This is an optimization exercise on Yosys and OpenROAD, whose aim is a short achievable clock period and few clock cycles, not a production implementation. No activity file was given, so power comes from the tool's default toggle rates.

== alpha ==
==> flow/design.v <==
module core
(
    clock_in,
    mem_in,
    reset_in,
    led_out,
    mem_fetch,
    mem_we,
    mem_oe,
    mem_add,
    mem_out
);
    input clock_in;
    input [15:0] mem_in;
    input reset_in;
    output [7:0] led_out;
    output mem_fetch;
    output mem_we;
    output mem_oe;
    output [15:0] mem_add;
    output [15:0] mem_out;
    localparam BN = 8;               
    localparam CB = 5;               
    localparam CN = 1 << CB;
    reg [15:0] o_add;
    reg o_oe, o_we, o_fetch;
    reg [15:0] o_out;
    reg [7:0] led;
    assign mem_add = o_add;
    assign mem_oe = o_oe;
    assign mem_we = o_we;
    assign mem_fetch = o_fetch;
    assign mem_out = o_out;
    assign led_out = led;
    reg f_m;           
    reg f_load;        
    reg f_halt;
    reg f_first;       
    reg [2:0] m_dr;
    reg [15:0] fa_x;   
    reg [15:0] r0, r1, r2, r3, r4, r5, r6, r7;
    reg [2:0] cc;    
    reg ir_v;
    reg ir_ok;         
    reg ir_dep;        
    reg [15:0] ir, ir_pc, ir_pn;
    reg e_v;
    reg [15:0] e_a, e_b, e_s, e_pc, e_pc1, e_tgt, e_pn;
    reg [2:0] e_dr, e_cond, e_sr;
    reg e_wr, e_cc, e_and, e_not, e_link, e_led, e_mem, e_ld, e_halt;
    reg e_br, e_jo, e_jr, e_jmp;
    reg e_eqt, e_eq1;    
    reg [BN-1:0] bt_v;
    reg [15:0] bt_a [0:BN-1];
    reg [15:0] bt_t [0:BN-1];
    reg [BN-1:0] bt_r;               
    reg [2:0] bt_rr;                 
    reg [CN-1:0] ic_v;
    reg [15:CB] ic_tag [0:CN-1];
    reg [15:0] ic_w [0:CN-1];
    function [16:0] ks16c;
        input [15:0] a, b;
        input cin;
        reg [15:0] g, p;
        integer i, d;
        begin
            g = a & b;
            p = a | b;
            g[0] = g[0] | (p[0] & cin);
            for (d = 1; d < 16; d = d * 2)
                for (i = 15; i >= d; i = i - 1) begin
                    g[i] = g[i] | (p[i] & g[i-d]);
                    p[i] = p[i] & p[i-d];
                end
            ks16c = {g[15], (a ^ b) ^ {g[14:0], cin}};
        end
    endfunction
    function [15:0] inc16;
        input [15:0] x;
        reg [15:0] c;
        integer i, d;
        begin
            c = x;
            for (d = 1; d < 16; d = d * 2)
                for (i = 15; i >= d; i = i - 1)
                    c[i] = c[i] & c[i-d];
            inc16 = x ^ {c[14:0], 1'b1};
        end
    endfunction
    function [2:0] setcc;
        input [15:0] v;
        setcc = v[15] ? 3'b100 : (v == 16'h0) ? 3'b010 : 3'b001;
    endfunction
    function [15:0] rsel;
        input [2:0] s;
        input [15:0] a0, a1, a2, a3, a4, a5, a6, a7;
        case (s)
            3'd0: rsel = a0;
            3'd1: rsel = a1;
            3'd2: rsel = a2;
            3'd3: rsel = a3;
            3'd4: rsel = a4;
            3'd5: rsel = a5;
            3'd6: rsel = a6;
            default: rsel = a7;
        endcase
    endfunction
    function ld_dep;
        input [15:0] w;
        input [2:0] r;
        reg [3:0] o;
        begin
            o = w[15:12];
            ld_dep = (o == 4'h0) ||
                     (((o == 4'h1) || (o == 4'h5) || (o == 4'h9) || (o == 4'h6) || (o == 4'h7) ||
                       (o == 4'hc) || ((o == 4'h4) && !w[11])) && (w[8:6] == r)) ||
                     (((o == 4'h1) || (o == 4'h5)) && !w[5] && (w[2:0] == r)) ||
                     (((o == 4'h3) || (o == 4'h7)) && (w[11:9] == r));
        end
    endfunction
    wire [16:0] sum_x = ks16c(e_a, e_b, 1'b0);
    wire [15:0] sum = sum_x[15:0];
    wire [15:0] alu = e_link ? e_pc1 : e_and ? (e_a & e_b) : e_not ? ~e_a : sum;
    wire z_add = ((e_a ^ e_b) == {e_a[14:0] | e_b[14:0], 1'b0});
    wire z_and = ((e_a & e_b) == 16'h0);
    wire z_not = (e_a == 16'hffff);
    wire e_z = e_and ? z_and : e_not ? z_not : z_add;
    wire e_n = alu[15];
    wire [2:0] e_ccv = {e_n, e_z, ~e_n & ~e_z};
    wire e_w = e_v & e_wr;
    wire e_c = e_v & e_cc;
    wire e_l = e_v & e_ld;
    wire e_taken = e_br && ((e_cond & cc) != 3'b000);
    wire [15:0] e_next = e_jr ? e_a : (e_jo || e_taken) ? e_tgt : e_pc1;
    wire e_eqa = (e_a == e_pn);
    wire redirect = e_v && !(e_jr ? e_eqa : (e_jo || e_taken) ? e_eqt : e_eq1);
    wire go_mem = e_v && e_mem;
    wire go_halt = e_v && e_halt;
    wire [15:0] fa = fa_x ^ 16'h3000;
    wire [15:0] fa1 = inc16(fa);
    reg [BN-1:0] bt_m;       
    reg [BN-1:0] bt_me;      
    reg [15:0] bt_sel;
    integer k;
    always @(*) begin
        bt_sel = 16'h0;
        for (k = 0; k < BN; k = k + 1) begin
            bt_m[k] = bt_v[k] && (bt_a[k] == fa);
            bt_me[k] = bt_v[k] && (bt_a[k] == e_pc);
            bt_sel = bt_sel | ({16{bt_m[k]}} & (bt_r[k] ? r7 : bt_t[k]));
        end
    end
    wire bt_hit = |bt_m;
    wire [15:0] pn = bt_hit ? bt_sel : fa1;
    wire [CB-1:0] ci = fa[CB-1:0];
    wire ic_hit = ic_v[ci] && (ic_tag[ci] == fa[15:CB]);
    wire ic_hq = ic_v[ci] && (ic_tag[ci][CB+1:CB] == fa[CB+1:CB]);
    wire [15:0] fw = f_m ? ic_w[ci] : mem_in;
    wire [3:0] op = ir[15:12];
    wire [2:0] sr1 = ir[8:6];
    wire [2:0] sr2 = ir[2:0];
    wire [2:0] drf = ir[11:9];
    function [15:0] rfwd;
        input [2:0] s;
        input [15:0] a0, a1, a2, a3, a4, a5, a6, a7;
        rfwd = (e_w && e_dr == s) ? alu :
               (f_load && m_dr == s) ? mem_in : rsel(s, a0, a1, a2, a3, a4, a5, a6, a7);
    endfunction
    wire [15:0] ra = rfwd(sr1, r0, r1, r2, r3, r4, r5, r6, r7);
    wire [15:0] rb = rfwd(sr2, r0, r1, r2, r3, r4, r5, r6, r7);
    wire [15:0] rs = rfwd(drf, r0, r1, r2, r3, r4, r5, r6, r7);
    wire [15:0] pc1 = inc16(ir_pc);
    wire is_jsr = (op == 4'h4);
    wire [15:0] off = is_jsr ? {{5{ir[10]}}, ir[10:0]} : {{7{ir[8]}}, ir[8:0]};
    wire [16:0] tgt_x = ks16c(ir_pc, off, 1'b1);
    wire alu_op = (op == 4'h1) || (op == 4'h5);
    wire pcrel = (op == 4'he) || (op == 4'h2) || (op == 4'h3);
    wire [15:0] da = pcrel ? pc1 : ra;
    wire [15:0] db = alu_op ? (ir[5] ? {{11{ir[4]}}, ir[4:0]} : rb) :
                     ((op == 4'h6) || (op == 4'h7)) ? {{10{ir[5]}}, ir[5:0]} : {{7{ir[8]}}, ir[8:0]};
    wire hazard = e_l && ir_dep;
    wire replay = ir_v && !ir_ok;           
    wire d_go = ir_ok && !hazard;
    wire d_adv = ir_v && d_go && !redirect;
    wire f_ok = f_m ? ic_hq : !f_first;
    wire f_take = (!ir_v || d_go) && !redirect && f_ok;
    wire s_red = redirect;
    wire s_rep = !redirect && replay;
    wire s_pn = !redirect && !replay && (!ir_v || d_go) && f_ok;
    wire s_fa = !redirect && !replay && !((!ir_v || d_go) && f_ok);
    wire [15:0] fa_n = ({16{s_red}} & e_next) | ({16{s_rep}} & ir_pc) |
                       ({16{s_pn}} & pn) | ({16{s_fa}} & fa);
    always @(posedge clock_in or posedge reset_in) begin
        if (reset_in) begin
            o_add <= 16'h0;
            o_oe <= 1'b0;
            o_we <= 1'b0;
            o_fetch <= 1'b0;
            f_first <= 1'b1;
            f_m <= 1'b0;
            f_load <= 1'b0;
            f_halt <= 1'b0;
            fa_x <= 16'h0;
            ir_v <= 1'b0;
            e_v <= 1'b0;
            r0 <= 16'h0;
            r1 <= 16'h1;
            r2 <= 16'h2;
            r3 <= 16'h3;
            r4 <= 16'h0;
            r5 <= 16'h0;
            r6 <= 16'h0;
            r7 <= 16'h0;
            cc <= 3'b000;
            led <= 8'h0;
            bt_v <= {BN{1'b0}};
            bt_rr <= 3'd0;
            ic_v <= {CN{1'b0}};
        end else if (!f_halt) begin
            f_first <= 1'b0;
            if (e_w && e_dr == 3'd0) r0 <= alu; else if (f_load && m_dr == 3'd0) r0 <= mem_in;
            if (e_w && e_dr == 3'd1) r1 <= alu; else if (f_load && m_dr == 3'd1) r1 <= mem_in;
            if (e_w && e_dr == 3'd2) r2 <= alu; else if (f_load && m_dr == 3'd2) r2 <= mem_in;
            if (e_w && e_dr == 3'd3) r3 <= alu; else if (f_load && m_dr == 3'd3) r3 <= mem_in;
            if (e_w && e_dr == 3'd4) r4 <= alu; else if (f_load && m_dr == 3'd4) r4 <= mem_in;
            if (e_w && e_dr == 3'd5) r5 <= alu; else if (f_load && m_dr == 3'd5) r5 <= mem_in;
            if (e_w && e_dr == 3'd6) r6 <= alu; else if (f_load && m_dr == 3'd6) r6 <= mem_in;
            if (e_w && e_dr == 3'd7) r7 <= alu; else if (f_load && m_dr == 3'd7) r7 <= mem_in;
            cc <= e_c ? e_ccv : f_load ? setcc(mem_in) : cc;
            if (e_v && e_led)
                led <= led + 8'h1;
            if (e_v && (e_br || e_jo || e_jr)) begin
                if (|bt_me) begin
                    for (k = 0; k < BN; k = k + 1)
                        if (bt_me[k])
                            bt_v[k] <= !(e_br && !e_taken);
                end else if (!(e_br && !e_taken)) begin
                    bt_v[bt_rr] <= 1'b1;
                    bt_rr <= bt_rr + 3'd1;
                end
            end
            if (!f_m && !f_first)
                ic_v[ci] <= 1'b1;
            if (go_halt) begin
                o_add <= 16'hffff;
                o_oe <= 1'b0;
                o_we <= 1'b0;
                o_fetch <= 1'b0;
                f_m <= 1'b0;
                f_load <= 1'b0;
                f_halt <= 1'b1;
            end else begin
                o_add <= go_mem ? sum : fa_n;
                o_oe <= !go_mem || e_ld;
                o_we <= go_mem && !e_ld;
                o_fetch <= !go_mem;
                f_m <= go_mem;
                f_load <= go_mem && e_ld;
            end
            fa_x <= fa_n ^ 16'h3000;
            ir_v <= (f_take && !replay) || (ir_v && !d_adv && !redirect && !replay);
            e_v <= d_adv;
        end
    end
    always @(posedge clock_in) begin
        if (go_mem) begin
            o_out <= e_s;
            m_dr <= e_dr;
        end
        if (e_v && (e_br || e_jo || e_jr)) begin
            if (|bt_me) begin
                for (k = 0; k < BN; k = k + 1)
                    if (bt_me[k]) begin
                        bt_t[k] <= e_next;
                        bt_r[k] <= e_jmp && (e_sr == 3'd7);
                    end
            end else begin
                bt_a[bt_rr] <= e_pc;
                bt_t[bt_rr] <= e_next;
                bt_r[bt_rr] <= e_jmp && (e_sr == 3'd7);
            end
        end
        if (!f_m && !f_first) begin
            ic_tag[ci] <= fa[15:CB];
            ic_w[ci] <= mem_in;
        end
        if (!ir_v || d_go) begin
            ir_ok <= !f_m || ic_hit;
            ir_dep <= ((op == 4'h2) || (op == 4'h6)) && ld_dep(fw, drf);
            ir <= fw;
            ir_pc <= fa;
            ir_pn <= pn;
        end
        e_a <= da;
        e_b <= db;
        e_s <= rs;
        e_pc <= ir_pc;
        e_pc1 <= pc1;
        e_tgt <= tgt_x[15:0];
        e_eqt <= (tgt_x[15:0] == ir_pn);
        e_eq1 <= (pc1 == ir_pn);
        e_pn <= ir_pn;
        e_dr <= is_jsr ? 3'd7 : drf;
        e_cond <= drf;
        e_sr <= sr1;
        e_wr <= alu_op || (op == 4'h9) || (op == 4'he) || (op == 4'h2) || (op == 4'h6) || is_jsr;
        e_cc <= alu_op || (op == 4'h9) || (op == 4'he);
        e_and <= (op == 4'h5);
        e_not <= (op == 4'h9);
        e_link <= is_jsr;
        e_led <= (op == 4'hf) && (ir[7:0] == 8'h30);
        e_halt <= ((op == 4'hf) && (ir[7:0] == 8'h25)) ||
                  (op == 4'h8) || (op == 4'ha) || (op == 4'hb) || (op == 4'hd);
        e_mem <= (op == 4'h2) || (op == 4'h3) || (op == 4'h6) || (op == 4'h7);
        e_ld <= (op == 4'h2) || (op == 4'h6);
        e_br <= (op == 4'h0);
        e_jo <= is_jsr && ir[11];
        e_jr <= (op == 4'hc) || (is_jsr && !ir[11]);
        e_jmp <= (op == 4'hc);
    end
endmodule
clock: 8.0 ns
lec_check: 0
cap_margin: 20
core_margin: 2
core_utilization: 60
setup_slack_margin: 5
slew_margin: 20
tns_end_percent: 100
run.sh (not shown) runs the stock make flow with config.mk's settings and CLKGATE_MAP_FILE= SYNTH_SCRIPT=/design/flow/synth_recipe.tcl, a recipe that flattens the netlist after the stock synthesis.
#### Input delta (beta over alpha)
diff --git a/flow/design.v b/flow/design.v
--- a/flow/design.v
+++ b/flow/design.v
@@ -42,4 +42,5 @@
     reg [2:0] cc;    
     reg ir_v;
+    reg [15:0] ir_off;     
     reg ir_ok;         
     reg ir_dep;        
@@ -52,5 +53,5 @@
     reg e_eqt, e_eq1;    
     reg [BN-1:0] bt_v;
-    reg [15:0] bt_a [0:BN-1];
+    reg [7:0] bt_a [0:BN-1];         
     reg [15:0] bt_t [0:BN-1];
     reg [BN-1:0] bt_r;               
@@ -139,4 +140,7 @@
     wire [15:0] fa = fa_x ^ 16'h3000;
     wire [15:0] fa1 = inc16(fa);
+    reg [15:0] fa_b, fa_cn;        
+    reg [CB+1:0] fa_q;             
+    wire [15:0] fa_c = ~fa_cn;
     reg [BN-1:0] bt_m;       
     reg [BN-1:0] bt_me;      
@@ -146,6 +150,6 @@
         bt_sel = 16'h0;
         for (k = 0; k < BN; k = k + 1) begin
-            bt_m[k] = bt_v[k] && (bt_a[k] == fa);
-            bt_me[k] = bt_v[k] && (bt_a[k] == e_pc);
+            bt_m[k] = bt_v[k] && (bt_a[k] == fa_b[7:0]);
+            bt_me[k] = bt_v[k] && (bt_a[k] == e_pc[7:0]);
             bt_sel = bt_sel | ({16{bt_m[k]}} & (bt_r[k] ? r7 : bt_t[k]));
         end
@@ -153,8 +157,13 @@
     wire bt_hit = |bt_m;
     wire [15:0] pn = bt_hit ? bt_sel : fa1;
-    wire [CB-1:0] ci = fa[CB-1:0];
-    wire ic_hit = ic_v[ci] && (ic_tag[ci] == fa[15:CB]);
-    wire ic_hq = ic_v[ci] && (ic_tag[ci][CB+1:CB] == fa[CB+1:CB]);
+    wire [CB-1:0] ci = fa_c[CB-1:0];
+    wire ic_hit = ic_v[ci] && (ic_tag[ci] == fa_c[15:CB]);
+    wire [CB-1:0] qi1 = fa1[CB-1:0];
+    wire qh0 = ic_v[fa_q[CB-1:0]] && (ic_tag[fa_q[CB-1:0]] == fa[15:CB]);
+    wire qh1 = ic_v[qi1] && (ic_tag[qi1] == fa1[15:CB]);
+    reg ra_stay, ra_seq, ra_h0, ra_h1;
+    wire ic_hq = (ra_stay && ra_h0) || (ra_seq && ra_h1);
     wire [15:0] fw = f_m ? ic_w[ci] : mem_in;
+    wire [15:0] fw_off = (fw[15:12] == 4'h4) ? {{5{fw[10]}}, fw[10:0]} : {{7{fw[8]}}, fw[8:0]};
     wire [3:0] op = ir[15:12];
     wire [2:0] sr1 = ir[8:6];
@@ -172,6 +181,5 @@
     wire [15:0] pc1 = inc16(ir_pc);
     wire is_jsr = (op == 4'h4);
-    wire [15:0] off = is_jsr ? {{5{ir[10]}}, ir[10:0]} : {{7{ir[8]}}, ir[8:0]};
-    wire [16:0] tgt_x = ks16c(ir_pc, off, 1'b1);
+    wire [16:0] tgt_x = ks16c(ir_pc, ir_off, 1'b1);
     wire alu_op = (op == 4'h1) || (op == 4'h5);
     wire pcrel = (op == 4'he) || (op == 4'h2) || (op == 4'h3);
@@ -191,4 +199,5 @@
     wire [15:0] fa_n = ({16{s_red}} & e_next) | ({16{s_rep}} & ir_pc) |
                        ({16{s_pn}} & pn) | ({16{s_fa}} & fa);
+    wire ic_fill = !f_m && !f_first;
     always @(posedge clock_in or posedge reset_in) begin
         if (reset_in) begin
@@ -264,4 +273,11 @@
     end
     always @(posedge clock_in) begin
+        fa_b <= fa_n;
+        fa_cn <= ~fa_n;
+        fa_q <= reset_in ? {(CB+2){1'b0}} : fa_n[CB+1:0];
+        ra_stay <= s_fa;
+        ra_seq <= s_pn && !bt_hit;
+        ra_h0 <= qh0 || ic_fill;      
+        ra_h1 <= qh1 && !(ic_fill && (ci == qi1));
         if (go_mem) begin
             o_out <= e_s;
@@ -276,5 +292,5 @@
                     end
             end else begin
-                bt_a[bt_rr] <= e_pc;
+                bt_a[bt_rr] <= e_pc[7:0];
                 bt_t[bt_rr] <= e_next;
                 bt_r[bt_rr] <= e_jmp && (e_sr == 3'd7);
@@ -282,5 +298,5 @@
         end
         if (!f_m && !f_first) begin
-            ic_tag[ci] <= fa[15:CB];
+            ic_tag[ci] <= fa_c[15:CB];
             ic_w[ci] <= mem_in;
         end
@@ -291,4 +307,5 @@
             ir_pc <= fa;
             ir_pn <= pn;
+            ir_off <= fw_off;
         end
         e_a <= da;
### Flow results
alpha -> beta: area occupied by multi-input gates increased by more than 10%
Side by side, clock share of power turned out lower in beta than in alpha.
Measured against each other, alpha and beta differ in number of clock-tree buffers in the layout, the lower figure coming from beta.
Going from alpha to beta, sequential share of cell area shrank by 3.2 points; required time at the endpoint of the critical path lost 30 ps; sequential cell count went down; total power grew by about 6%; layout overhead on the synthesized area fell by 1.9 points.
The final reports for beta and alpha show via density per instance higher in the former.
beta vs alpha — total power divided by cell area rose about 2.8%.
Comparing alpha with beta, the adder-cell share of the synthesized area came out essentially unchanged.
No run of this note included a check of the RTL's function; only the layout flow was run.

-- separate check: timing with driven ports --
How much do the figures lean on ideal ports? The routed layouts below were timed once more, with nothing changed but the port constraints.
Step 1: set_driving_cell puts a clkbuf_16 on clock_in and a buf_2 on each other input, an assumption about the parent block.
Step 2 times the ports against the registers' clock, not the clock port: input delays grow and output delays shrink by t, the midpoint of the rising clock arrivals with the driver on.
a / b / c = no drivers / after step 1 / after step 2; a / b = the first two.
run | t (ns) | slack for setup (ns) | worst setup path after step 2 | pins driven straight from the clock port
alpha | 0.887 | 4.563 / 4.563 / 4.050 | input to register | 1
beta | 0.893 | 4.631 / 4.631 / 4.167 | input to register | 1
After both steps setup and hold are still met in every run listed. The setup slack of alpha, which loses most, moves by 0.000 ns with the drivers and by -0.513 ns with both steps.
